Background: an optimization exercise with open tools, aiming at small area and a short achievable clock period. Do not read the settings as production practice. The RTL was checked by simulation tests, not by an equivalence proof against the original design. Power and IR drop assume default switching activity.

the reference run:
==> flow/design.v <==
`timescale 1ns / 1ps
module cpu(
    rst,
    clk,
    next_instruction,
    count,
    start,
    mem_write,
    wb_en,
    wb_addr,
    wb_data,
    st_en,
    st_addr,
    st_data
    );
    input rst, clk, start, mem_write;
    input [31:0] next_instruction;
    output reg [3:0] count;
    output reg wb_en;
    output reg [4:0] wb_addr;
    output reg [31:0] wb_data;
    output reg st_en;
    output reg [3:0] st_addr;
    output reg [31:0] st_data;
    function [18:0] enc;
        input [31:0] ins;
        reg [2:0] f;
        begin
            case (ins[5:0])
                6'h20: f = 3'd0;
                6'h22: f = 3'd1;
                6'h24: f = 3'd2;
                6'h25: f = 3'd3;
                6'h27: f = 3'd4;
                6'h2A: f = 3'd5;
                default: f = 3'd6;
            endcase
            case (ins[31:26])
                6'h00: enc = {1'b0, f, ins[25:16], ins[15:11]};
                6'h23, 6'h0F: enc = {3'b100, ins[5], ins[25:16], ins[4:0]};
                6'h2B: enc = {3'b110, ins[5], ins[25:16], ins[4:0]};
                6'h02: enc = {4'b0111, ins[25:16], 3'b010, ins[1:0]};
                6'h04: enc = {4'b0111, ins[25:16], 3'b100, ins[1:0]};
                6'h05: enc = {4'b0111, ins[25:16], 3'b110, ins[1:0]};
                default: enc = {4'b0111, ins[25:16], 3'b000, ins[1:0]};
            endcase
        end
    endfunction
    function [24:0] dec;
        input [18:0] w;
        reg r, m;
        begin
            m = w[18];
            r = ~w[18] & (w[17:15] != 3'd7);
            dec = {r | (m & ~w[17]),
                   r ? w[4:0] : w[9:5],
                   m & ~w[17],
                   m & w[17],
                   ~m & (w[17:15] == 3'd7) & (w[4:3] == 2'd2),
                   ~m & (w[17:15] == 3'd7) & (w[4:3] == 2'd3),
                   ~m & (w[17:15] == 3'd7) & (w[4:3] == 2'd1),
                   ~m & (w[17:15] == 3'd0),
                   ~m & (w[17:15] == 3'd1),
                   ~m & (w[17:15] == 3'd2),
                   ~m & (w[17:15] == 3'd3),
                   ~m & (w[17:15] == 3'd4),
                   ~m & (w[17:15] == 3'd5),
                   w[15], w[4:0],
                   w[1:0]};
        end
    endfunction
    reg started;
    reg [3:0] pc;           
    reg tk;                 
    reg jmp;                
    reg [1:0] tb;           
    reg [18:0] im [0:15];   
    reg [31:0] rf [0:31];   
    reg [31:0] dm [0:15];   
    reg [4:0] n_waddr;
    reg n_wen, n_ld, n_st, n_beq, n_bne, n_j;
    reg n_add, n_sub, n_and, n_or, n_nor, n_slt;
    reg [5:0] n_imm;
    reg [1:0] n_tb;
    reg [31:0] sa, sb;
    reg sa_b, sb_b;
    wire [31:0] wd_r0 = wb_data & {32{~rst}};    
    wire [31:0] wd_r1 = wb_data | {32{rst}};     
    wire [31:0] sd_r0 = st_data & {32{~rst}};
    genvar g, b;
    generate
        for (g = 0; g < 32; g = g + 1) begin : RF
            localparam [31:0] RV = 10 * g;
            wire we = rst | (wb_en && wb_addr == g);
            wire [31:0] d;
            for (b = 0; b < 32; b = b + 1) begin : BIT
                assign d[b] = RV[b] ? wd_r1[b] : wd_r0[b];
            end
            always @(posedge clk)
                if (we) rf[g] <= d;
        end
        for (g = 0; g < 16; g = g + 1) begin : DM
            wire we = rst | (st_en && st_addr == g);
            always @(posedge clk)
                if (we) dm[g] <= sd_r0;
        end
    endgenerate
    always @(posedge clk)
        if (mem_write)
            im[count] <= enc(next_instruction);
    reg [31:0] ra, rb;
    integer i;
    always @(*) begin
        ra = {32{sa_b}} & wb_data;
        rb = {32{sb_b}} & wb_data;
        for (i = 0; i < 32; i = i + 1) begin
            ra = ra | ({32{sa[i]}} & rf[i]);
            rb = rb | ({32{sb[i]}} & rf[i]);
        end
    end
    wire [5:0] ea = ra[5:0] + n_imm;
    wire [3:0] la = ea[5:2];
    wire [5:0] ag = ra[5:0] & n_imm;
    wire [5:0] ap = ra[5:0] ^ n_imm;
    wire c2 = ag[1] | (ap[1] & ag[0]);
    reg [31:0] ld;
    reg ld_st;
    reg [3:0] j4;
    reg hit;
    always @(*) begin
        ld = 32'd0;
        ld_st = 1'b0;
        for (i = 0; i < 16; i = i + 1) begin
            j4 = i;
            hit = ~(ap[2] ^ j4[0] ^ c2)
                & ~(ap[3] ^ j4[1] ^ (ag[2] | (ap[2] & ~j4[0])))
                & ~(ap[4] ^ j4[2] ^ (ag[3] | (ap[3] & ~j4[1])))
                & ~(ap[5] ^ j4[3] ^ (ag[4] | (ap[4] & ~j4[2])));
            if (st_en && st_addr == i)
                ld_st = ld_st | hit;
            else
                ld = ld | ({32{hit}} & dm[i]);
        end
        ld = ld | ({32{ld_st}} & st_data);
    end
    wire sub = n_sub | n_slt;
    wire [31:0] bx = sub ? ~rb : rb;
    wire [31:0] kg0 = ra & bx;
    wire [31:0] kp0 = ra ^ bx;
    reg [31:0] kg, kp, ng, np;
    reg [32:0] kc;
    integer k, d;
    always @(*) begin
        kg = kg0;
        kp = kp0;
        kg[0] = kg0[0] | (kp0[0] & sub);
        for (d = 1; d < 32; d = d * 2) begin
            ng = kg;
            np = kp;
            for (k = d; k < 32; k = k + 1) begin
                ng[k] = kg[k] | (kp[k] & kg[k - d]);
                np[k] = kp[k] & kp[k - d];
            end
            kg = ng;
            kp = np;
        end
        kc = {kg, sub};
    end
    wire [32:0] sum = {kc[32], kp0 ^ kc[31:0]};
    wire lt = ~sum[32];
    wire eq = (ra == rb);
    wire [31:0] res = ({32{n_add | n_sub}} & sum[31:0])
                    | ({32{n_and}} & (ra & rb))
                    | ({32{n_or}} & (ra | rb))
                    | ({32{n_nor}} & ~(ra | rb))
                    | ({31'd0, n_slt & lt})
                    | ({32{n_ld}} & ld);
    wire taken = (n_beq & eq) | (n_bne & ~eq);
    wire [18:0] w0 = im[0];
    wire [24:0] d0 = dec(w0);
    wire [4:0] rs0 = w0[14:10];
    wire [4:0] rt0 = w0[9:5];
    wire [9:0] ra0 = {rs0, 3'b000} + {rs0, 1'b0};    
    wire [9:0] rb0 = {rt0, 3'b000} + {rt0, 1'b0};    
    wire [5:0] ea0 = ra0[5:0] + d0[7:2];
    wire sub0 = d0[12] | d0[8];
    wire [10:0] sum0 = {1'b0, ra0} + {1'b0, sub0 ? ~rb0 : rb0} + {10'd0, sub0};
    wire lt0 = ~sum0[10];                            
    wire [31:0] res0 = ({32{d0[13]}} & {22'd0, sum0[9:0]})
                     | ({32{d0[12]}} & {{22{lt0}}, sum0[9:0]})
                     | ({32{d0[11]}} & {22'd0, ra0 & rb0})
                     | ({32{d0[10]}} & {22'd0, ra0 | rb0})
                     | ({32{d0[9]}} & {{22{1'b1}}, ~(ra0 | rb0)})
                     | ({31'd0, d0[8] & lt0});
    wire taken0 = (d0[16] & (rs0 == rt0)) | (d0[15] & (rs0 != rt0));
    wire started_n = start | (started & ~rst);
    wire run_n = ~rst & started_n;           
    wire run0_n = rst & start;               
    wire [3:0] pc_n = rst ? 4'd0 :
                      jmp ? {tb, 2'b00} :
                      pc + 4'd1 + (tk ? {tb, 2'b00} : 4'd0);
    wire [3:0] count_n = (rst ? 4'd0 : count) + {3'd0, mem_write};
    wire [3:0] fa = started_n ? pc_n : count_n;    
    wire [18:0] fw = im[fa];
    wire [24:0] fd = dec(fw);
    wire wb_en_n = run_n ? n_wen : run0_n ? d0[24] : 1'b1;
    wire [4:0] wb_addr_n = run_n ? n_waddr : run0_n ? d0[23:19] : 5'd0;
    always @(posedge clk) begin
        count <= count_n;
        started <= started_n;
        pc <= pc_n;
        {n_wen, n_waddr, n_ld, n_st, n_beq, n_bne, n_j,
         n_add, n_sub, n_and, n_or, n_nor, n_slt, n_imm, n_tb} <= fd;
        for (i = 0; i < 32; i = i + 1) begin
            sa[i] <= (fw[14:10] == i) & ~(wb_en_n & (wb_addr_n == i));
            sb[i] <= (fw[9:5] == i) & ~(wb_en_n & (wb_addr_n == i));
        end
        sa_b <= wb_en_n & (wb_addr_n == fw[14:10]);
        sb_b <= wb_en_n & (wb_addr_n == fw[9:5]);
        wb_en <= wb_en_n;
        wb_addr <= wb_addr_n;
        if (run_n) begin
            wb_data <= res;
            st_en <= n_st;
            st_addr <= la;
            st_data <= rb;
            tk <= taken;
            jmp <= n_j;
            tb <= n_tb;
        end else if (run0_n) begin
            wb_data <= res0;
            st_en <= d0[17];
            st_addr <= ea0[5:2];
            st_data <= {22'd0, rb0};
            tk <= taken0;
            jmp <= d0[14];
            tb <= d0[1:0];
        end else begin
            wb_data <= 32'd0;
            st_en <= 1'b0;
            st_addr <= la;
            st_data <= rb;
            tk <= 1'b0;
            jmp <= 1'b0;
            tb <= n_tb;
        end
    end
endmodule
clock: 11.5 ns
lec_check: 0
cap_margin: 20
core_margin: 2
core_utilization: 50
slew_margin: 20
standard.sh (not shown) runs the stock make flow with config.mk's settings and CLKGATE_MAP_FILE= SYNTH_SCRIPT=/design/flow/synth_recipe.tcl, a recipe that flattens the netlist after the stock synthesis.
==> flow/flow/run.sh <==
#!/bin/bash
set -euo pipefail
bash standard.sh SETUP_SLACK_MARGIN=7.5 finish > make_finish.log 2>&1
Modified inputs, the trial run compared to the reference run
Settings: SETUP_SLACK_MARGIN now 5, previously not set.
==> flow/run.sh (new file) <==
#!/bin/bash
# synth_recipe.tcl (not shown) runs the flow's synth.tcl, then flattens the netlist and writes it again
# the make line also repeats each setting of config.mk as NAME=value (left out here)
make -C /OpenROAD-flow-scripts/flow DESIGN_CONFIG=/design/flow/config.mk WORK_HOME=/design/flow/orfs CLKGATE_MAP_FILE= SYNTH_SCRIPT=/design/flow/synth_recipe.tcl finish
removed: flow/flow/run.sh
removed: flow/standard.sh
Findings:
Between the trial run and the reference run, it is the trial run whose wire length of the first global-routing pass is lower, by about 7.5%.
Filler-free cell count of the finished design in the trial run vs the reference run: down 5.1%
Detailed-route wire length for the trial run: 8.2% down relative to the reference run
Changes observed in the trial run relative to the reference run: clock period minus final worst setup slack has increased, actual slew at the worst max-slew pin went up by 9.9 ps, HPWL after detailed placement now sits lower, combinational group share of total power lower.
No stage failed in the trial run, and the final checks on the layout all came back clean.

[re-timing with driven ports]
In the flow no input, the clock included, has a driving cell. The finished layouts below were timed again as built, in two steps. Step 1: set_driving_cell puts a clkbuf_16 on clk and a buf_2 on each other input, an assumption about the parent block. Step 2 adds t to the input delays and takes it off the output delays; t is the mean of the earliest and latest rising clock arrival at the registers after step 1. Input paths then give back, and output paths get back, about the clock's delay inside the block. Three values: no drivers, after step 1, after step 2; two values: the first two.
| run | t (ns) | setup WS [ns] | worst setup path after step 2 | slew at the worst register clock pin (ns) | worst slew at a driven data input, ns |
|---|---|---|---|---|---|
| the reference run | 0.948 | 6.530 / 6.530 / 6.091 | input to register | 0.07 / 0.07 | 0.26 |
| the trial run | 0.954 | 4.903 / 4.903 / 4.387 | input to register | 0.07 / 0.07 | 0.04 |
After both steps every run listed still meets setup and hold. The setup slack of the trial run, which loses most, moves by 0.000 ns with the drivers and by -0.516 ns with both steps.
